Background: an optimization exercise with open tools, aiming at small area, a short achievable clock period and few clock cycles. Do not read the settings as production practice.
Only simulation tests tie the RTL to the original design; equivalence was not proved.

==> run G <==
// riscv_trainy_soc
module riscv_trainy_soc
(
	input         clock,
	input         reset,
	output [31:0] mem_read_address,
	output        mem_read,
	input  [31:0] mem_read_data,
	input         mem_read_ready,
	output [31:0] mem_write_address,
	output        mem_write,
	output [31:0] mem_write_data
);
clock: 14.0 ns
lec_check: 0
cap_margin: 20
core_margin: 2
core_utilization: 50
setup_slack_margin: 5
slew_margin: 20
standard.sh (not shown) runs the stock make flow with config.mk's settings and CLKGATE_MAP_FILE= SYNTH_SCRIPT=/design/flow/synth_recipe.tcl, a recipe that flattens the netlist after the stock synthesis.
==> flow/flow/run.sh <==
#!/bin/bash
set -euo pipefail
bash standard.sh SETUP_SLACK_MARGIN=9 finish > standard_make.log 2>&1
==> run Y (differences from run G) <==
==> flow/design.v (replaced) <==
module riscv_trainy_soc
(
	input         clock,
	input         reset,
	output [31:0] mem_read_address,
	output        mem_read,
	input  [31:0] mem_read_data,
	input         mem_read_ready,
	output [31:0] mem_write_address,
	output        mem_write,
	output [31:0] mem_write_data
);
function [31:0] rev32(input [31:0] v);
	integer k;
	for (k = 0; k < 32; k = k + 1) rev32[k] = v[31 - k];
endfunction
reg [31:2] fpc;        
reg        inflight;   
reg        rv;         
reg [31:0] ir;
reg [31:2] rpc;
reg [15:1] r_s1, r_s2;  
reg        xv;         
reg [31:0] xa, xb;     
reg [31:0] xc;         
reg [3:0]  x_rd;
reg [2:0]  x_f3;
reg        x_wr, x_load, x_store, x_br, x_jalr, x_md, x_link, x_sub, x_arith, x_pred;
reg        x_mdmul, x_asgn, x_bsgn, x_mdhi;   
reg        x_shl;      
reg        m_req;      
reg        m_resp;     
reg        m_load;     
reg [31:2] m_addr;
reg [1:0]  m_off;
reg [2:0]  m_f3;
reg [3:0]  m_rd;
reg        w_valid;
reg [31:0] w_data;
reg        md_busy, md_done;
reg [1:0]  md_ph;      
reg [5:0]  md_cnt;
reg [33:0] hi;
reg [31:0] lo;
reg        md_swap, md_neg, md_prev;
reg        md_mulr, md_bneg, md_selhi, md_ysgn;   
reg        md_sp, md_spa, md_sp1;   
reg [31:0] rf [1:15];
wire [32:0] sum = {1'b0, xa} + {1'b0, xb ^ {32{x_sub}}} + {32'd0, x_sub};
wire ltu = !sum[32];
wire lt  = (xa[31] ^ xb[31]) ? xa[31] : sum[31];
wire sh_left = x_shl;
wire [31:0] sh_in = sh_left ? rev32(xa) : xa;
wire sh_fill = x_arith & xa[31] & !sh_left;
wire [32:0] sh_wide = $signed({sh_fill, sh_in}) >>> xb[4:0];
wire [31:0] sh_res = sh_left ? rev32(sh_wide[31:0]) : sh_wide[31:0];
reg [31:0] alu;
always @(*) begin
	case (x_f3)
	3'd0: alu = sum[31:0];
	3'd1: alu = sh_res;
	3'd2: alu = {31'd0, lt};
	3'd3: alu = {31'd0, ltu};
	3'd4: alu = xa ^ xb;
	3'd5: alu = sh_res;
	3'd6: alu = xa | xb;
	default: alu = xa & xb;
	endcase
end
wire eq = xa == xb;
wire taken = (x_f3[2] ? (x_f3[1] ? ltu : lt) : eq) ^ x_f3[0];
wire x_jump = x_jalr | (x_br & (taken ^ x_pred));
wire [31:2] x_target = x_jalr ? sum[31:2] : xc[31:2];
wire md_mul = x_mdmul;
wire a_sgn = x_asgn;
wire b_sgn = x_bsgn;
wire a_neg = a_sgn & xa[31];
wire b_neg = b_sgn & xb[31];
wire md_sel_hi = x_mdhi;
wire a_small = a_sgn ? (&xa[31:15] | ~|xa[31:15]) : ~|xa[31:16];
wire b_small = b_sgn ? (&xb[31:15] | ~|xb[31:15]) : ~|xb[31:16];
wire swap_now = !b_small & a_small;
wire [31:0] mx_now = swap_now ? xa : xb;
wire mx_uns_top = !(swap_now ? a_sgn : b_sgn) & mx_now[31];
wire [31:0] ysrc = md_swap ? xb : xa;
wire [35:0] y36 = {{4{md_ysgn & ysrc[31]}}, ysrc};
wire [33:0] nb34 = md_bneg ? {{2{xb[31]}}, xb} : ~{2'b00, xb};
wire nb_cin = !md_bneg;
wire md_start = xv & x_md & !md_busy & !md_done;
wire bz = (lo[1:0] == {2{md_prev}}) & (lo[0] == md_prev);
wire b2 = (lo[1] != lo[0]) & (lo[0] == md_prev);
wire bn = lo[1] & !(lo[0] & md_prev);
wire [35:0] bmul = b2 ? {y36[34:0], 1'b0} : y36;
wire [35:0] m_add = md_ph[1] ? y36 : bz ? 36'd0 : bn ? ~bmul : bmul;
wire m_cin = !md_ph[1] & !bz & bn;
wire [35:0] mul_sum = {{2{hi[33]}}, hi} + m_add + {35'd0, m_cin};
wire [33:0] div_t = {1'b0, hi[31:0], lo[31]} + nb34 + {33'd0, nb_cin};
wire div_ge = !div_t[33];
wire [36:0] skip_t = {1'b0, hi[31:0], lo[31:28]} + {{3{nb34[33]}}, nb34} + {36'd0, nb_cin};
wire div_skip4 = skip_t[36] && md_cnt[5:2] != 4'd0;
wire neg_hi = md_ph[1] & md_selhi;
wire [31:0] neg_in = neg_hi ? hi[31:0] : lo;
wire neg_c = !(neg_hi & md_mulr) | (lo == 32'd0);
wire [31:0] neg_out = ~neg_in + {31'd0, neg_c};
wire [31:0] a1 = a_neg ? ~xa : xa;
wire [31:0] b1 = b_neg ? ~xb : xb;
wire lt1 = a1 < b1;
wire a_is_not_b = (xa ^ xb) == 32'hffffffff;
wire ab_sum0 = (xa ^ xb) == {xa[30:0] | xb[30:0], 1'b0};
wire quick_lt = (a_neg == b_neg) ? lt1 : a_neg ? (lt1 & !ab_sum0) : (lt1 | a_is_not_b);
wire a_zero = xa == 32'd0;
wire b_zero = xb == 32'd0;
wire mul_skip8 = lo[7:0] == {8{md_prev}} && md_cnt[5:3] != 3'd0;
wire mul_skip4 = lo[3:0] == {4{md_prev}} && md_cnt[5:2] != 4'd0;
wire md_last = md_mulr ? (mul_skip8 ? md_cnt == 6'd8 : mul_skip4 ? md_cnt == 6'd4 : md_cnt == 6'd2)
                       : (div_skip4 ? md_cnt == 6'd4 : md_cnt == 6'd1);
wire [5:0] cnt_next = md_mulr ? (mul_skip8 ? md_cnt - 6'd8 : mul_skip4 ? md_cnt - 6'd4 : md_cnt - 6'd2)
                              : (div_skip4 ? md_cnt - 6'd4 : md_cnt - 6'd1);
wire [33:0] hi_mul = mul_skip8 ? {{8{hi[33]}}, hi[33:8]} : mul_skip4 ? {{4{hi[33]}}, hi[33:4]} : mul_sum[35:2];
wire [31:0] lo_mul = mul_skip8 ? {hi[7:0], lo[31:8]} : mul_skip4 ? {hi[3:0], lo[31:4]} : {mul_sum[1:0], lo[31:2]};
wire prev_mul = (mul_skip8 | mul_skip4) ? md_prev : lo[1];
wire [33:0] hi_div = div_skip4 ? {2'b00, hi[27:0], lo[31:28]} : div_ge ? {2'b00, div_t[31:0]} : {1'b0, hi[31:0], lo[31]};
wire [31:0] lo_div = div_skip4 ? {lo[27:0], 4'd0} : {lo[30:0], div_ge};
wire [31:0] md_res = md_sp ? (md_spa ? xa : {32{md_sp1}}) : md_selhi ? hi[31:0] : lo;
wire [31:0] x_res = x_link ? xc : x_md ? md_res : alu;
wire m_busy = m_req | m_resp;
wire x_stall = ((x_load | x_store) & m_busy) | (m_resp & m_load & x_wr) | (x_md & !md_done);
wire x_done = xv & !x_stall;
wire x_redirect = x_done & x_jump;
wire x_free = !xv | x_done;
always @(posedge clock or posedge reset) begin
	if (reset) begin
		md_busy <= 1'b0;
		md_done <= 1'b0;
		md_ph <= 2'd0;
	end else if (md_start) begin
		if (md_mul ? (a_zero | b_zero) : (b_zero | quick_lt)) begin
			md_done <= 1'b1;
		end else begin
			md_busy <= 1'b1;
			md_ph <= (!md_mul & a_neg) ? 2'd0 : 2'd1;
		end
	end else if (md_busy) begin
		if (md_ph == 2'd0) md_ph <= 2'd1;
		else if (md_ph == 2'd1) begin
			if (md_last) begin
				if (md_neg) md_ph <= 2'd2;
				else begin md_busy <= 1'b0; md_done <= 1'b1; end
			end
		end else begin
			md_busy <= 1'b0; md_done <= 1'b1;
		end
	end else if (md_done & x_done) begin
		md_done <= 1'b0;
	end
end
always @(posedge clock) begin
	if (md_start) begin
		md_cnt <= 6'd32;
		md_swap <= swap_now;
		md_mulr <= md_mul;
		md_bneg <= b_neg;
		md_selhi <= md_sel_hi;
		md_ysgn <= swap_now ? b_sgn : a_sgn;
		md_sp <= md_mul ? (a_zero | b_zero) : (b_zero | quick_lt);
		md_spa <= !md_mul & md_sel_hi;
		md_sp1 <= !md_mul & !md_sel_hi & b_zero;
		hi <= 34'd0;
		lo <= md_mul ? mx_now : xa;
		md_prev <= 1'b0;
		md_neg <= md_mul ? mx_uns_top : md_sel_hi ? a_neg : (a_neg ^ b_neg);
	end else if (md_busy) begin
		if (md_ph == 2'd1) begin
			md_cnt <= cnt_next;
			hi <= md_mulr ? hi_mul : hi_div;
			lo <= md_mulr ? lo_mul : lo_div;
			md_prev <= prev_mul;
		end else if (md_ph[1] & md_mulr) begin
			hi <= mul_sum[33:0];
		end else begin
			if (neg_hi) hi <= {2'b00, neg_out};
			else lo <= neg_out;
		end
	end
end
wire [6:0] op  = ir[6:0];
wire [2:0] f3  = ir[14:12];
wire [3:0] rd  = ir[10:7];
wire [3:0] rs1 = ir[18:15];
wire [3:0] rs2 = ir[23:20];
wire is_load  = op[6:2] == 5'b00000;
wire is_store = op[6:2] == 5'b01000;
wire is_op    = op[6:2] == 5'b01100;
wire is_opimm = op[6:2] == 5'b00100;
wire is_lui   = op[6:2] == 5'b01101;
wire is_auipc = op[6:2] == 5'b00101;
wire is_br    = op[6:2] == 5'b11000;
wire is_jal   = op[6:2] == 5'b11011;
wire is_jalr  = op[6:2] == 5'b11001;
wire [31:0] imm_i = {{20{ir[31]}}, ir[31:20]};
wire [31:0] imm_s = {{20{ir[31]}}, ir[31:25], ir[11:7]};
wire [31:0] imm_b = {{20{ir[31]}}, ir[7], ir[30:25], ir[11:8], 1'b0};
wire [31:0] imm_u = {ir[31:12], 12'b0};
wire [31:0] imm_j = {{12{ir[31]}}, ir[19:12], ir[20], ir[30:21], 1'b0};
wire rd_nz = rd != 4'd0;
wire r_wr = (is_lui | is_auipc | is_jal | is_jalr | is_op | is_opimm) & rd_nz;
wire r_ld = is_load & rd_nz;
wire r_uses_rs1 = !(is_lui | is_auipc | is_jal);
wire r_uses_rs2 = is_op | is_br | is_store;
reg [31:0] rf1, rf2;
integer ri;
always @(*) begin
	rf1 = 32'd0;
	rf2 = 32'd0;
	for (ri = 1; ri < 16; ri = ri + 1) begin
		rf1 = rf1 | (rf[ri] & {32{r_s1[ri]}});
		rf2 = rf2 | (rf[ri] & {32{r_s2[ri]}});
	end
end
wire r_pred = is_jal | (is_br & ir[31]);
wire [31:2] r_tgt = rpc + (is_jal ? imm_j[31:2] : imm_b[31:2]);
wire [31:2] r_pc4 = rpc + 30'd1;
wire x_fwd = xv & x_wr;
wire byp1 = x_fwd & (x_rd == rs1);
wire byp2 = x_fwd & (x_rd == rs2);
wire [31:0] a_pre = is_lui ? 32'd0 : is_auipc ? {rpc, 2'b00} : rf1;
wire [31:0] b_pre = (is_op | is_br) ? rf2 : is_store ? imm_s : (is_lui | is_auipc) ? imm_u : imm_i;
wire [31:0] c_pre = is_store ? rf2 : (is_br & !r_pred) ? {r_tgt, 2'b00} : {r_pc4, 2'b00};
wire sel_a = byp1 & r_uses_rs1 & !is_lui & !is_auipc;
wire sel_b = byp2 & (is_op | is_br);
wire sel_c = byp2 & is_store;
wire load_x = xv & x_load;
wire load_m = m_busy & m_load;
wire hz_x = load_x & ((r_uses_rs1 & rs1 == x_rd) | (r_uses_rs2 & rs2 == x_rd) | ((r_wr | r_ld) & rd == x_rd));
wire hz_m = load_m & ((r_uses_rs1 & rs1 == m_rd) | (r_uses_rs2 & rs2 == m_rd) | ((r_wr | r_ld) & rd == m_rd));
wire r_adv = rv & !hz_x & !hz_m & x_free;
wire r_go = r_adv & !x_redirect;
wire r_redirect = r_go & r_pred;
wire r_free = !rv | r_adv;    
always @(posedge clock) begin
	if (r_adv) begin
		xa <= sel_a ? x_res : a_pre;
		xb <= sel_b ? x_res : b_pre;
		xc <= sel_c ? x_res : c_pre;
		x_rd <= rd;
		x_f3 <= (is_lui | is_auipc) ? 3'd0 : f3;
		x_wr <= r_wr;
		x_load <= r_ld;
		x_store <= is_store;
		x_br <= is_br;
		x_jalr <= is_jalr;
		x_md <= is_op & ir[25];
		x_link <= is_jal | is_jalr;
		x_sub <= is_br | ((is_op | is_opimm) & (f3 == 3'd2 || f3 == 3'd3)) | (is_op & f3 == 3'd0 & ir[30]);
		x_arith <= ir[30];
		x_pred <= r_pred;
		x_mdmul <= !f3[2];
		x_shl <= !f3[2];
		x_asgn <= !f3[2] ? (f3 != 3'd3) : !f3[0];
		x_bsgn <= !f3[2] ? !f3[1] : !f3[0];
		x_mdhi <= !f3[2] ? (f3[1:0] != 2'd0) : f3[1];
	end
end
wire issue = !m_req;
wire [31:2] fpc_m1 = fpc - 30'd1;
wire accept = inflight & r_free;
wire squash = x_redirect | r_redirect;
wire rewind = inflight & !squash & (!r_free | !mem_read_ready);
wire [15:0] i_s1 = 16'd1 << mem_read_data[18:15];
wire [15:0] i_s2 = 16'd1 << mem_read_data[23:20];
assign mem_read = 1'b1;
assign mem_read_address = {m_req ? m_addr : fpc, 2'b00};
always @(posedge clock or posedge reset) begin
	if (reset) begin
		fpc <= 30'd0;
		inflight <= 1'b0;
		rv <= 1'b0;
		xv <= 1'b0;
	end else begin
		if (x_redirect) begin
			fpc <= x_target;
			inflight <= 1'b0;
		end else if (r_redirect) begin
			fpc <= r_tgt;
			inflight <= 1'b0;
		end else if (rewind) begin
			fpc <= fpc_m1;
			inflight <= 1'b0;
		end else if (issue) begin
			fpc <= fpc + 30'd1;
			inflight <= 1'b1;
		end else begin
			inflight <= 1'b0;
		end
		rv <= (rv & !r_adv & !x_redirect) | (accept & !squash & mem_read_ready);
		xv <= (xv & !x_done) | r_go;
	end
end
always @(posedge clock) begin
	if (accept) begin
		ir <= mem_read_data;
		rpc <= fpc_m1;
		r_s1 <= i_s1[15:1];
		r_s2 <= i_s2[15:1];
	end
end
wire do_load = x_done & x_load;
wire do_sub  = x_done & x_store & !x_f3[1];
wire do_sw   = x_done & x_store & x_f3[1];
wire [31:0] st_data = x_f3[1] ? xc : x_f3[0] ? {2{xc[15:0]}} : {4{xc[7:0]}};
wire [3:0] st_mask = m_f3[0] ? (m_off[1] ? 4'b1100 : 4'b0011) : (4'b0001 << m_off);
wire [31:0] wmask = {{8{st_mask[3]}}, {8{st_mask[2]}}, {8{st_mask[1]}}, {8{st_mask[0]}}};
always @(posedge clock or posedge reset) begin
	if (reset) begin
		m_req <= 1'b0;
		m_resp <= 1'b0;
		w_valid <= 1'b0;
	end else begin
		m_req <= do_load | do_sub | (m_resp & !mem_read_ready);
		m_resp <= m_req;
		w_valid <= do_sw | (m_resp & !m_load & mem_read_ready);
	end
end
always @(posedge clock) begin
	if (do_load | do_sub | do_sw) begin
		m_addr <= sum[31:2];
		m_off <= sum[1:0];
		m_f3 <= x_f3;
		m_rd <= x_rd;
		m_load <= x_load;
	end
	if (do_sub | do_sw) w_data <= st_data;
	else if (m_resp & !m_load) w_data <= (mem_read_data & ~wmask) | (w_data & wmask);
end
assign mem_write = w_valid;
assign mem_write_address = {m_addr, 2'b00};
assign mem_write_data = w_data;
wire [31:0] ld_sh = mem_read_data >> {m_off, 3'b000};
wire [31:0] ld_val = m_f3[1] ? mem_read_data :
                     m_f3[0] ? {{16{!m_f3[2] & ld_sh[15]}}, ld_sh[15:0]} :
                               {{24{!m_f3[2] & ld_sh[7]}}, ld_sh[7:0]};
wire wr_ld = m_resp & m_load;
wire [3:0] wr_idx = wr_ld ? m_rd : x_rd;
wire [31:0] wr_val = wr_ld ? ld_val : x_res;
wire wr_en = wr_ld | (x_done & x_wr);
always @(posedge clock) begin
	if (wr_en) rf[wr_idx] <= wr_val;
end
endmodule
==> flow/run.sh (new file) <==
#!/bin/bash
# synth_recipe.tcl (not shown) runs the flow's synth.tcl, then flattens the netlist and writes it again
# the make line also repeats each setting of config.mk as NAME=value (left out here)
make -C /OpenROAD-flow-scripts/flow DESIGN_CONFIG=/design/flow/config.mk WORK_HOME=/design/flow/orfs CLKGATE_MAP_FILE= SYNTH_SCRIPT=/design/flow/synth_recipe.tcl finish
removed: flow/flow/run.sh
removed: flow/standard.sh
==> summary of the runs <==
Flip-flop and latch count: run G is higher than run Y (71). Of run G and run Y, run G has the higher routed wire length (gap 1.9%, measured against run Y). Between run G and run Y, the lower utilization is in run Y (gap 1.2 points). In run Y the hold slack is higher than in run G, by 0.037 ns.
Testbench counts of run G, summed over its fixed seeds: cycles 201,322.
Testbench counts of run Y, summed over its fixed seeds: cycles 206,279.

[port drivers added, routing unchanged]
The flow's constraints put no driver on any port. The routed layouts listed below were extracted and timed again, unchanged, in two steps.
Step 1 assumes that a clkbuf_16 drives the clock port and a buf_2 every other input.
Step 2, shift: input delay + t, output delay - t, t = (earliest + latest rising clock arrival at the registers) / 2. This alone moves slack from input paths to output paths.
a / b / c = no drivers / after step 1 / after step 2; a / b = the first two.
run	t (ns)	setup slack, ns	cell pins on the clock port's net
run G	0.822	8.933 / 8.933 / 8.349	1
run Y	0.806	7.620 / 7.620 / 7.539	1
After both steps every run listed still meets setup and hold. The setup slack of run G, which loses most, moves by 0.000 ns with the drivers and by -0.584 ns with both steps.
